Source: an optimization exercise on an open RTL-to-GDS flow (aim: small area). Production flows keep margins and buffers that such runs may drop.
The RTL was checked by simulation tests, not by an equivalence proof against the original design.
No activity file was given, so power comes from the tool's default toggle rates.

==> flow/design.v (outline; a module is shown in full before it is edited, if it fits) <==
// module getPixel: 199 lines
// module trail_hold: 3 lines
// module maj3: 3 lines
// module vle16: 11 lines
// module mle16: 11 lines
// module image_idx: 1978 lines
// module image_pal: 41 lines
// module glyph_rom: 1020 lines
// module font_rom: 394 lines
// module tips_code: 49 lines
module getPixel(
    input clk,
    input hstep,      
    input reset,
    input valid,
    input [1:0] song,
    input block_type,
    input press,
    input [9:0] progress,
    input [4:0] x, y,
    input [9:0] h_cnt, v_cnt,
    input [15:0] head_x, head_y,
    input [15:0] scroll_x_in, scroll_y_in,
    input tips_display,
    input tips_display_over,
    output reg [3:0] r,
    output reg [3:0] g,
    output reg [3:0] b
    );
  // ...
==> flow/flow/run.sh <==
#!/bin/bash
# The standard layout (standard.sh) with these changes:
#  - synthesis: Yosys's abc maps with flow/abc.script (area-oriented), then every
#    combinational cell is set to its smallest drive (flow/downsize.txt); the later
#    repair steps size cells up where timing, slew or capacitance need it
#  - ports are buffered with buf_1 cells (BUFFER_PORTS_ARGS)
#  - CTS without dummy loads, with the buffers in CTS_BUFS and the clustering in CTS_EXTRA
#  - MAKE_EXTRA: further ORFS variables for the make call; ADDER_MAP_FILE= skips
#    extract_fa (adders are left to abc like the rest of the logic)
# Each tool's full output is in the ORFS logs under orfs/logs; make's output in make_finish.log.
set -euo pipefail
W=$PWD
F=$W/flow
CTS_BUFS="sky130_fd_sc_hd__clkbuf_16"
CTS_EXTRA="-sink_clustering_size 30 -sink_clustering_max_diameter 90"
MAKE_EXTRA="ADDER_MAP_FILE="
{
  echo "log_cmd abc -script $F/abc.script {*}[lrange \$abc_args 2 end]"
  while IFS=: read -r from to; do
    [ -n "$from" ] && echo "chtype -map sky130_fd_sc_hd__$from sky130_fd_sc_hd__$to"
  done < "$F/downsize.txt"
} > "$W/abc_step.tcl"
# ORFS synth.tcl with only the abc call replaced
sed 's#^\(\s*\)log_cmd abc {\*}\$abc_args#\1source '"$W"'/abc_step.tcl#' \
    "$FLOW_HOME/scripts/synth.tcl" > "$W/synth_core.tcl"
grep -q "abc_step.tcl" "$W/synth_core.tcl"
sed 's#source \$::env(SCRIPTS_DIR)/synth.tcl#source '"$W"'/synth_core.tcl#' synth_recipe.tcl > "$W/my_synth.tcl"
grep -q "synth_core.tcl" "$W/my_synth.tcl"
sed -e 's#SYNTH_SCRIPT=[^ ]*#SYNTH_SCRIPT='"$W"'/my_synth.tcl#' \
    -e 's#make -C #make BUFFER_PORTS_ARGS="-buffer_cell sky130_fd_sc_hd__buf_1" CTS_ARGS="-sink_clustering_enable -repair_clock_nets -dont_use_dummy_load -buf_list {'"$CTS_BUFS"'} '"$CTS_EXTRA"'" '"$MAKE_EXTRA"' -C #' \
    standard.sh > "$W/my_standard.sh"
grep -q "my_synth.tcl" "$W/my_standard.sh"
grep -q "BUFFER_PORTS_ARGS" "$W/my_standard.sh"
bash "$W/my_standard.sh" finish > "$W/make_finish.log" 2>&1
==> flow/flow/abc.script <==
strash
dc2
&get -n
&dch
&nf -R 1000 -F 20 -A 20 -C 32 -p
&put
==> flow/flow/downsize.txt <==
a2111o_2:a2111o_1
a2111o_4:a2111o_1
a2111oi_2:a2111oi_1
a2111oi_4:a2111oi_1
a211o_2:a211o_1
a211o_4:a211o_1
a211oi_2:a211oi_1
a211oi_4:a211oi_1
a21bo_2:a21bo_1
a21bo_4:a21bo_1
a21boi_2:a21boi_1
a21boi_4:a21boi_1
a21o_2:a21o_1
a21o_4:a21o_1
a21oi_2:a21oi_1
a21oi_4:a21oi_1
a221o_2:a221o_1
a221o_4:a221o_1
a221oi_2:a221oi_1
a221oi_4:a221oi_1
a22o_2:a22o_1
a22o_4:a22o_1
a22oi_2:a22oi_1
a22oi_4:a22oi_1
a2bb2o_2:a2bb2o_1
a2bb2o_4:a2bb2o_1
a2bb2oi_2:a2bb2oi_1
a2bb2oi_4:a2bb2oi_1
a311o_2:a311o_1
a311o_4:a311o_1
a311oi_2:a311oi_1
a311oi_4:a311oi_1
a31o_2:a31o_1
a31o_4:a31o_1
a31oi_2:a31oi_1
a31oi_4:a31oi_1
a32o_2:a32o_1
a32o_4:a32o_1
a32oi_2:a32oi_1
a32oi_4:a32oi_1
a41o_2:a41o_1
a41o_4:a41o_1
a41oi_2:a41oi_1
a41oi_4:a41oi_1
and2_2:and2_1
and2_4:and2_1
and2b_2:and2b_1
and2b_4:and2b_1
and3_2:and3_1
and3_4:and3_1
and3b_2:and3b_1
and3b_4:and3b_1
and4_2:and4_1
and4_4:and4_1
and4b_2:and4b_1
and4b_4:and4b_1
and4bb_2:and4bb_1
and4bb_4:and4bb_1
fa_2:fa_1
fa_4:fa_1
ha_2:ha_1
ha_4:ha_1
maj3_2:maj3_1
maj3_4:maj3_1
mux2_2:mux2_1
mux2_4:mux2_1
mux2_8:mux2_1
mux2i_2:mux2i_1
mux2i_4:mux2i_1
mux4_2:mux4_1
mux4_4:mux4_1
nand2_2:nand2_1
nand2_4:nand2_1
nand2_8:nand2_1
nand2b_2:nand2b_1
nand2b_4:nand2b_1
nand3_2:nand3_1
nand3_4:nand3_1
nand3b_2:nand3b_1
nand3b_4:nand3b_1
nand4_2:nand4_1
nand4_4:nand4_1
nand4b_2:nand4b_1
nand4b_4:nand4b_1
nand4bb_2:nand4bb_1
nand4bb_4:nand4bb_1
nor2_2:nor2_1
nor2_4:nor2_1
nor2_8:nor2_1
nor2b_2:nor2b_1
nor2b_4:nor2b_1
nor3_2:nor3_1
nor3_4:nor3_1
nor3b_2:nor3b_1
nor3b_4:nor3b_1
nor4_2:nor4_1
nor4_4:nor4_1
nor4b_2:nor4b_1
nor4b_4:nor4b_1
nor4bb_2:nor4bb_1
nor4bb_4:nor4bb_1
o2111a_2:o2111a_1
o2111a_4:o2111a_1
o2111ai_2:o2111ai_1
o2111ai_4:o2111ai_1
o211a_2:o211a_1
o211a_4:o211a_1
o211ai_2:o211ai_1
o211ai_4:o211ai_1
o21a_2:o21a_1
o21a_4:o21a_1
o21ai_2:o21ai_1
o21ai_4:o21ai_1
o21ba_2:o21ba_1
o21ba_4:o21ba_1
o21bai_2:o21bai_1
o21bai_4:o21bai_1
o221a_2:o221a_1
o221a_4:o221a_1
o221ai_2:o221ai_1
o221ai_4:o221ai_1
o22a_2:o22a_1
o22a_4:o22a_1
o22ai_2:o22ai_1
o22ai_4:o22ai_1
o2bb2a_2:o2bb2a_1
o2bb2a_4:o2bb2a_1
o2bb2ai_2:o2bb2ai_1
o2bb2ai_4:o2bb2ai_1
o311a_2:o311a_1
o311a_4:o311a_1
o311ai_2:o311ai_1
o311ai_4:o311ai_1
o31a_2:o31a_1
o31a_4:o31a_1
o31ai_2:o31ai_1
o31ai_4:o31ai_1
o32a_2:o32a_1
o32a_4:o32a_1
o32ai_2:o32ai_1
o32ai_4:o32ai_1
o41a_2:o41a_1
o41a_4:o41a_1
o41ai_2:o41ai_1
o41ai_4:o41ai_1
or2_2:or2_1
or2_4:or2_1
or2b_2:or2b_1
or2b_4:or2b_1
or3_2:or3_1
or3_4:or3_1
or3b_2:or3b_1
or3b_4:or3b_1
or4_2:or4_1
or4_4:or4_1
or4b_2:or4b_1
or4b_4:or4b_1
or4bb_2:or4bb_1
or4bb_4:or4bb_1
xnor2_2:xnor2_1
xnor2_4:xnor2_1
xnor3_2:xnor3_1
xnor3_4:xnor3_1
xor2_2:xor2_1
xor2_4:xor2_1
xor3_2:xor3_1
xor3_4:xor3_1
==> flow/standard.sh <==
#!/bin/bash
# synth_recipe.tcl (not shown) runs the flow's synth.tcl, then flattens the netlist and writes it again
# the make line also repeats each setting of config.mk as NAME=value (left out here)
make -C /OpenROAD-flow-scripts/flow DESIGN_CONFIG=/design/flow/config.mk WORK_HOME=/design/flow/orfs CLKGATE_MAP_FILE= SYNTH_SCRIPT=/design/flow/synth_recipe.tcl "${@:-finish}"
==> flow/config.mk <==
export PLATFORM = sky130hd
export DESIGN_NAME = getPixel
export DESIGN_NICKNAME = getPixel
export VERILOG_FILES = /design/flow/design.v
export SDC_FILE = /design/flow/constraint.sdc
export NUM_CORES = 8
export LEC_CHECK = 0
export CAP_MARGIN = 20
export CORE_MARGIN = 2
export CORE_UTILIZATION = 40
export GPL_TIMING_DRIVEN = 0
export PLACE_DENSITY = 0.75
export SETUP_SLACK_MARGIN = 0.3
export SLEW_MARGIN = 20
export SYNTH_HIERARCHICAL = 1
export SYNTH_MEMORY_MAX_BITS = 131072
==> flow/constraint.sdc <==
create_clock -name core_clock -period 20.0 [get_ports {clk}]
set_input_delay 4.0000 -clock core_clock [delete_from_list [all_inputs] [get_ports {clk}]]
set_output_delay 4.0000 -clock core_clock [all_outputs]
set_load 0.01 [all_outputs]
==> impl_metrics.csv, run 1 <==
group,metric,value,unit
status,status,"no timing/DRC/antenna violations",
synth,syn_avg_cell_area,8.758,um2
cts,clock_latency,0.67,ns
floorplan,dieArea,0.1037,mm2
final_layout,utilization,44.88,%
synth,synthMuxAreaShare,0.1608,%
sta,fin_setup_tns,0,ns
synth,synth.most_common_cell,"maj3_1",
worst_setup_path,cp_common_cell,"maj3_1",
worst_hold_path,hold_end,"bx[240]$_DFF_P_",
final_layout,multi_input_area_share,64.78,%
global_route,grt_pass1_vias,41227,
sta,finalSetupViolations,0,
routing,topRoutingLayerUsed,"met5",
synth,synth_area_leaders,"dfxtp_1 (28%), maj3_1 (24%), a22o_1 (11%), nand2_1 (3.3%), nor2_1 (3.3%)",
global_route,grt_pass1_wl,272.9,mm
final_layout,multiInputGateArea,0.02912,mm2
cts,cts_tree,"yes",
sta,finalCritPeriodShare,95.72,%
power_and_ir_drop,p_seq,1620,uW
place,io_buffers,125,
synth,synth-seq-area-share,28.90,%
worst_setup_path,cpMaxStageDelayCell,"buf_1",
final_layout,stdcell_count,6144,
global_route,grt.met2_usage,50.37,%
routing,drtIter0Drc,6325,
place,dp_slack,1.077,ns
global_route,met1_usage,45.87,%
synth,synth_top_area_cell,"dfxtp_1",
worst_hold_path,min_from,"bx[240]$_DFF_P_",
final_layout,design.seq.count,576,
synth,synth-xor-area-share,2.359,%
synth,yosysWarningCount,9,
floorplan,io_pins,126,
cts,clock-sinks,576,
floorplan,dieHeight,322.1,um
cts,cts.path.max_buffers,3,
worst_setup_path,cpPeakStageDelay,0.73,ns
routing,dr_wl_met2,76.88,mm
sta,setup_ws,0.8561,ns
==> inputs of run 2 (changes only) <==
--- a/flow/flow/run.sh
+++ b/flow/flow/run.sh
@@ -12,6 +12,6 @@
 W=$PWD
 F=$W/flow
-CTS_BUFS="sky130_fd_sc_hd__clkbuf_16"
-CTS_EXTRA="-sink_clustering_size 30 -sink_clustering_max_diameter 90"
+CTS_BUFS="sky130_fd_sc_hd__clkbuf_8"
+CTS_EXTRA="-sink_clustering_size 16 -sink_clustering_max_diameter 60"
 MAKE_EXTRA="ADDER_MAP_FILE="
 {
==> flow/flow/abc.script (replaced) <==
strash
&get -n
&dch
&nf -R 1000 -F 20 -A 20 -C 32 -p
&put
==> impl_metrics.csv, run 2 <==
group,metric,value,unit
routing,drtIter0Drc,5356,
cts,cts_inserted_buffers,53,
cts,cts_setup_buffers,0,
worst_setup_path,cp.arrival,14.71,ns
final_layout,reg_top3,"bx x256, by x256, bf x16",
worst_hold_path,hold_end,"by[252]$_DFF_P_",
routing,drt_wl_total,194.0,mm
worst_setup_path,worst_setup_path_end_kind,"output pin",
synth,synth_top_family_by_area,"compound AO/OA/AOI/OAI gates",
sta,tightest_slew,1.291,ns
final_layout,drive_above_1_share,4.992,%
sta,fin_setup_tns,0,ns
synth,syn-num-nets,4730,
worst_setup_path,cp_num_buf_inv,3,
worst_setup_path,start_kind,"primary input",
place,io_buffers,125,
job,maxCapViolCount,0,
sta,fmaxAchievable,53.44,MHz
sta,finalSetupViolations,0,
synth,synthAdderAreaFrac,23.83,%
floorplan,dieArea,0.1036,mm2
synth,synth_area_leaders,"dfxtp_1 (28%), maj3_1 (24%), a22o_1 (11%), a21oi_1 (3.6%), nand2_1 (3.4%)",
cts,cts-htree-levels,2,
floorplan,fp.coreArea,0.1001,mm2
place,place_congestion,1.106,
routing,ant_nets,0,
cts,cts-root-buf,"clkbuf_8",
routing,drt-vias-per-instance,6.965,
routing,drt_first_pass_iters,6,
worst_hold_path,hp-class,"flip-flop to flip-flop",
power_and_ir_drop,power_density,88.25,mW/mm2
sta,finalCritPeriodShare,93.56,%
synth,synth-seq-area-share,28.94,%
sta,hold_viol_final,0,
sta,period_needed,18.71,ns
worst_setup_path,r2r_slack,10.38,ns
cts,clock-sinks,576,
synth,synth_top_area_share,27.60,%
worst_setup_path,path_delay_family,"adder cells",
global_route,grt_max_degree,107,
synth,synth_edf_count,13,
worst_hold_path,hold_path_depth,1,
floorplan,initial_core_util,40.34,%
synth,synth_flop_cell,"dfxtp_1",
cts,cts_tree,"yes",
synth,synth.most_common_cell,"maj3_1",
worst_hold_path,min_from,"by[252]$_DFF_P_",
cts,cts.path.max_buffers,3,
global_route,grt.overflow.total,0,
routing,drc_errors,0,
worst_setup_path,cpPeakStageDelay,0.82,ns
final_layout,mostFrequentLayoutCells,"maj3_1 (962), dfxtp_1 (555), a22o_1 (529)",
worst_setup_path,required,16.00,ns
synth,synth_top_area_cell,"dfxtp_1",
floorplan,rows,116,
worst_setup_path,r2r-end,"mq[0]$_SDFFCE_PN0P_",
status,status,"no timing/DRC/antenna violations",
power_and_ir_drop,worst_ir_drop_vdd,0.00007728,V
global_route,grt_pass1_vias,41030,
global_route,antenna_found_initial,18,
synth,synthMuxAreaShare,0.1301,%
cts,clock_latency,0.73,ns
synth,synth_common_cells,"maj3_1 (962), dfxtp_1 (557), a22o_1 (529)",
global_route,grt_pass1_wl,281.8,mm
sta,finalMaxSlewViolations,0,
routing,vias,43009,
final_layout,final_common_cell,"maj3_1",
synth,synth-simple-area-share,16.68,%
floorplan,dieHeight,321.8,um
global_route,grt_usage,36.11,%
synth,yosysWarningCount,9,
worst_setup_path,path_max_fanout,21,
place,dpl.hpwl,143.8,mm
final_layout,utilization,45.11,%
synth,syn-instance-count,4616,
synth,synth_compound_area_share,27.60,%
worst_setup_path,crit_type,"primary input to output pin",
final_layout,stdcell_count,6175,
cts,clkTransAtPathRegs,0.07,ns
final_layout,area_growth,11.82,%
synth,synth-seq-cells,576,
place,placed_cells,6113,
synth,async_flop_share,1.042,%
floorplan,die_x,321.8,um
worst_setup_path,rr_worst_depth,24,
synth,syn_avg_cell_area,8.752,um2
worst_setup_path,cp_common_cell,"maj3_1",
floorplan,io_pins,126,
cts,cts_resized,0,
sta,clock_skew,0.08083,ns
cts,hold_buffers,0,
worst_setup_path,cpMaxStageDelayCell,"buf_1",
power_and_ir_drop,p_leak,0.01528,uW
synth,synth-xor-area-share,2.428,%
routing,wire_per_inst,31.42,um
sta,rsz0062_at_grt,"false",
worst_setup_path,r2r_start,"bx[112]$_DFF_P_",
sta,slew-limit-headroom,13.73,%
synth,ys_types,73,
final_layout,nets,4984,
synth,synth_area,0.04040,mm2
[run 2: cell types whose count changed in the layout (fill, tap and decap cells not counted), moves of 12 or more]
| cell | change |
|---|---|
| o31ai_1 | -14 |
| nor2_1 | -38 |
| clkbuf_8 | +53 |
| a211oi_1 | -12 |
| a21oi_1 | +47 |
| clkbuf_16 | -30 |
[run 2: logic make-up after synthesis]
family / after synthesis
simple gates: 1379
xor+xnor: 112
buf+inv: 40
mux: 5
flops: 576
other cells: 1
compound gates: 1541
fa+ha+maj: 962
[run 2: cell type report]
| class | count | area (um2) |
|---|---|---|
| Antenna cell | 9 | 22.52 |
| Tap cell | 1298 | 1624 |
| Timing Repair Buffer | 199 | 1804 |
| Clock buffer | 53 | 729.5 |
| Fill cell | 9902 | 54970 |
| Sequential cell | 576 | 11700 |
| Inverter | 40 | 155.1 |
| Multi-Input combinational cell | 4000 | 29150 |
[run 2: worst max path at each step]
stage	startpoint	end	slack, ns	cells after the start
4_1_cts	h_cnt[0]	g[1]	1.06	28
2_1_floorplan	press	bf[0]$_DFF_P_	2.78	3
6_report	h_cnt[0]	g[1]	1.29	28
3_5_place_dp	h_cnt[0]	g[1]	1.06	28
5_1_grt	h_cnt[0]	b[3]	0.99	28
3_3_place_gp	press	bx[35]$_DFF_P_	-4.62	4
[run 2: report_power, final]
part / internal (uW) / total, uW / switching [uW] / leakage [uW]
clock: 235 / 618 / 383 / 0.000381
sequential: 1370 / 1630 / 253 / 0.00478
combinational: 752 / 1740 / 992 / 0.0101
total: 2360 / 3990 / 1630 / 0.0153
[run 2: worst reg2reg max path: stages (launching register included)]
cell and delay [ns]:
dfxtp_1 0.35, or2_0 0.23, maj3_1 0.36, maj3_1 0.36
maj3_1 0.37, maj3_1 0.37, maj3_1 0.37, maj3_1 0.38
maj3_1 0.37, maj3_1 0.39, maj3_1 0.38, maj3_1 0.38
maj3_1 0.36, maj3_1 0.37, maj3_1 0.37, maj3_1 0.37
maj3_1 0.35, a21oi_1 0.22, nand3b_1 0.15, o32ai_1 0.09
a2111oi_0 0.56, nand3_1 0.16, a21oi_2 0.61, nand3_1 0.61
nand2b_1 0.67
[run 2: through the flow]
step | cell area [um2] | hold WS [ns] | setup slack [ns] | total power [uW]
3_5_place_dp | 44410 | 0.4486 | 1.065 | 3342
5_1_grt | 45170 | 0.4922 | 0.9942 | 4195
6_report | 45180 | 0.4761 | 1.288 | 3987
4_1_cts | 45130 | 0.4754 | 1.058 | 3961
3_3_place_gp | 42500 | 0.4486 | -4.617 | 3251
2_1_floorplan | 40410 | 0.4329 | 2.776 | 2765
[run 2: routing by layer]
layer / GRT usage, % / vias to the layer above / routed length, um
met5: 0 / - / 95
met3: 7.665 / 603 / 17780
li1: - / 18932 / -
met1: 48.46 / 21077 / 82210
met2: 53.82 / 2383 / 81130
met4: 19.74 / 14 / 12800
[run 2: per-module statistics from Yosys, one instance, submodules excluded, a selection]
module,cell area (um2),cells,times used
maj3,10.01,1,960
mle16,6.256,1,32
font_rom,1091,198,1
image_idx,5266,963,1
glyph_rom,2753,498,1
getPixel,15770,1243,1
trail_hold,8.758,1,528
vle16,6.256,1,32
image_pal,553.0,104,1
==> inputs of run 3 (changes only) <==
==> flow/flow/abc.script (replaced) <==
strash
dc2
&get -n
&dch
&nf -R 1000 -F 20 -A 20 -C 32 -p
&put
--- a/flow/config.mk
+++ b/flow/config.mk
@@ -6,5 +6,5 @@
 export NUM_CORES = 8
 export LEC_CHECK = 0
-export CAP_MARGIN = 20
+export CAP_MARGIN = 15
 export CORE_MARGIN = 2
 export CORE_UTILIZATION = 40
@@ -12,5 +12,5 @@
 export PLACE_DENSITY = 0.75
 export SETUP_SLACK_MARGIN = 0.3
-export SLEW_MARGIN = 20
+export SLEW_MARGIN = 15
 export SYNTH_HIERARCHICAL = 1
 export SYNTH_MEMORY_MAX_BITS = 131072
==> impl_metrics.csv, run 3 <==
group,metric,value,unit
place,place_congestion,1.103,
sta,clock_skew,0.1086,ns
routing,ant_nets,0,
status,status,"no timing/DRC/antenna violations",
power_and_ir_drop,worst_ir_drop_vdd,0.00006365,V
synth,synth_area,0.04046,mm2
cts,cts-root-buf,"clkbuf_8",
worst_setup_path,start_kind,"primary input",
power_and_ir_drop,power_density,88.56,mW/mm2
global_route,grt.overflow.total,0,
cts,hold_buffers,0,
routing,drt_wl_total,185.4,mm
synth,synth.most_common_cell,"maj3_1",
final_layout,n_fill_cell,9819,
sta,finalCritPeriodShare,95.38,%
cts,cts_setup_buffers,0,
final_layout,reg_top3,"bx x256, by x256, bf x16",
global_route,grt_pass1_vias,41347,
cts,cts.path.max_buffers,3,
sta,period_needed,19.08,ns
cts,clock-sinks,576,
sta,finalMaxSlewViolations,0,
floorplan,rows,116,
worst_setup_path,path_max_fanout,16,
routing,wire_per_inst,30.05,um
place,dpl.hpwl,134.3,mm
synth,synth_top_area_share,27.56,%
worst_setup_path,cp.arrival,15.08,ns
final_layout,final_common_cell,"maj3_1",
sta,finalSetupViolations,0,
worst_setup_path,required,16.00,ns
final_layout,layout.area.seq,0.01170,mm2
synth,yosysWarningCount,9,
synth,synthAdderAreaFrac,23.80,%
synth,syn-num-nets,4734,
floorplan,dieArea,0.1037,mm2
sta,setup_ws,0.9240,ns
worst_setup_path,worst_setup_path_end_kind,"output pin",
sta,hold_viol_final,0,
place,dp_slack,1.090,ns
global_route,antenna_found_initial,18,
routing,vias,43487,
synth,async_flop_share,1.042,%
routing,drc_errors,0,
worst_setup_path,crit_type,"primary input to output pin",
synth,synth_top_family_by_area,"compound AO/OA/AOI/OAI gates",
global_route,grt_max_degree,114,
cts,cts_tree,"yes",
routing,drtIter0Drc,6547,
power_and_ir_drop,p_leak,0.01521,uW
final_layout,mostFrequentLayoutCells,"maj3_1 (962), dfxtp_1 (555), a22o_1 (531)",
floorplan,io_pins,126,
final_layout,stdcell_area,0.04492,mm2
place,dpl-instance-area,0.04410,mm2
synth,synth-xor-area-share,2.359,%
synth,syn-instance-count,4620,
routing,drt-vias-per-instance,7.047,
cts,cts-htree-levels,2,
final_layout,drive_above_1_share,4.439,%
cts,cts_inserted_buffers,55,
cts,cts_resized,0,
cts,clock_latency,0.77,ns
sta,fmaxAchievable,52.42,MHz
cts,clkTransAtPathRegs,0.06,ns
worst_setup_path,cpPeakStageDelay,0.73,ns
synth,synth-seq-cells,576,
synth,syn_avg_cell_area,8.758,um2
job,maxCapViolCount,0,
synth,synth_flop_cell,"dfxtp_1",
floorplan,die_x,322.1,um
floorplan,fp.coreArea,0.1001,mm2
final_layout,nets,4982,
sta,slew-limit-headroom,7.407,%
synth,synth_top_area_cell,"dfxtp_1",
final_layout,multiInputGateArea,0.02907,mm2
floorplan,dieHeight,322.1,um
synth,synth_compound_area_share,27.76,%
floorplan,initial_core_util,40.40,%
synth,synth_edf_count,13,
worst_setup_path,cp_common_cell,"maj3_1",
global_route,grt_pass1_wl,272.8,mm
synth,synth_common_cells,"maj3_1 (962), dfxtp_1 (557), a22o_1 (531)",
synth,ys_types,71,
synth,synthMuxAreaShare,0.1608,%
synth,synth_area_leaders,"dfxtp_1 (28%), maj3_1 (24%), a22o_1 (11%), nand2_1 (3.3%), nor2_1 (3.3%)",
worst_setup_path,cp_num_buf_inv,4,
final_layout,area_growth,11.02,%
worst_hold_path,hp-class,"flip-flop to flip-flop",
synth,synth-simple-area-share,16.65,%
worst_setup_path,cpMaxStageDelayCell,"buf_1",
routing,drt_first_pass_iters,8,
sta,rsz0062_at_grt,"false",
place,io_buffers,125,
sta,tightest_slew,1.388,ns
worst_setup_path,path_delay_family,"adder cells",
global_route,grt_usage,34.46,%
synth,synth-seq-area-share,28.90,%
run 3: changes by cell type after synthesis, sizes merged, moves of 8 or more:
cell	delta
nand2	-8
o21bai	-9
a211oi	+11
o31ai	+13
a31oi	+8
o221ai	+11
nor2	+42
nand2b	+8
a21oi	-45
nor3	-9
run 3: worst reg2reg max path: stages, from the launching register on:
cell and delay, ns:
dfxtp_1 0.33, or2_0 0.22, maj3_1 0.36, maj3_1 0.37, maj3_1 0.38, maj3_1 0.37, maj3_1 0.37, maj3_1 0.38
maj3_1 0.37, maj3_1 0.38, maj3_1 0.37, maj3_1 0.37, maj3_1 0.36, maj3_1 0.39, maj3_1 0.41, maj3_1 0.39
maj3_1 0.40, a21oi_1 0.30, nor4_1 0.12, a2111oi_0 0.52, nand4_1 0.20, o211ai_1 0.15, nand4_1 0.57, nand2b_1 0.67
nand2b_1 0.55, nand2b_1 0.59
run 3: final timing paths:
kind / endpoint / slack, ns / startpoint / cells past startpoint
min in group asynchronous: nv[3]$_DFFE_PP0P_ / 3.17 / reset / 2
hold reg to reg: bx[255]$_DFF_P_ / 0.47 / bx[255]$_DFF_P_ / 1
setup / recovery: b[1] / 0.92 / v_cnt[0] / 29
hold / removal: bx[255]$_DFF_P_ / 0.47 / bx[255]$_DFF_P_ / 1
setup reg to reg: rq[1]$_SDFFCE_PN0P_ / 9.70 / by[112]$_DFF_P_ / 25
max in group asynchronous: clr$_DFF_PP1_ / 16.57 / reset / 2
run 3: cell type report:
cell class / count / area share, %
diodes: 7 / 0.03899
clock buffers: 55 / 1.685
inverters: 39 / 0.3370
multi-input cells: 4005 / 64.70
flip-flops and latches: 576 / 26.03
well taps: 1298 / 3.615
repair buffers: 191 / 3.587
run 3: metrics by stage:
stage	std cells	hold WS [ns]	power, uW	util (%)	setup TNS [ns]
floorplan	4620	0.4329	2762	-	0
global placement	6043	0.4491	3223	42.50	-2529.02
detailed placement	6109	0.4589	3308	44.04	0
CTS	6164	0.4666	3946	44.79	0
global route	6166	0.4861	4188	44.85	0
finish	6171	0.4746	3979	44.86	0
run 3: kinds of logic (layout without fill, tap and decap cells):
group           Yosys count  in the layout
compound gates         1536           1536
xor+xnor                109            109
fa+ha+maj               962            962
buf+inv                  39            285
flops                   576            576
mux                       6              6
other cells               1              8
simple gates           1391           1391
run 3: per-module statistics from Yosys, one instance, submodules excluded:
module,area (um2),copies in the design
font_rom,1094,1
getPixel,15810,1
glyph_rom,2758,1
image_idx,5286,1
image_pal,558.0,1
maj3,10.01,960
mle16,6.256,32
tips_code,325.3,1
trail_hold,8.758,528
vle16,6.256,32
run 3: power by group:
part | internal (uW) | switching (uW)
logic | 745 | 978
registers | 1370 | 244
clock network | 243 | 396
total | 2360 | 1620
run 3: layer usage:
| layer | track usage [%] | routed length [um] |
|---|---|---|
| met2 | 50.32 | 75990 |
| met4 | 19.30 | 12580 |
| met5 | 0.4728 | 149 |
| met1 | 45.01 | 75650 |
| met3 | 10.29 | 21050 |

separate check: timing with driven ports:
In the flow no input, the clock included, has a driving cell. The finished layouts below were timed again as built, in two steps.
Step 1 assumes that a clkbuf_16 drives the clock port and a buf_2 every other input.
Step 2 adds t to the input delays and takes it off the output delays; t is the mean of the earliest and latest rising clock arrival at the registers after step 1. Input paths then give back, and output paths get back, about the clock's delay inside the block.
Slacks: ideal / step 1 / step 2; pairs: ideal / step 1.
| run | shift t [ns] | slack for setup (ns) | worst setup path after step 2 | clock arrival spread, ns | pins driven straight from the clock port |
|---|---|---|---|---|---|
| run 1 | 0.693 | 0.856 / 0.827 / 0.827 | input to output | 0.101 / 0.101 | 1 |
| run 2 | 0.756 | 1.288 / 1.257 / 1.257 | input to output | 0.105 / 0.105 | 1 |
| run 3 | 0.778 | 0.924 / 0.893 / 0.893 | input to output | 0.147 / 0.147 | 1 |
After both steps setup and hold are still met in every run listed.
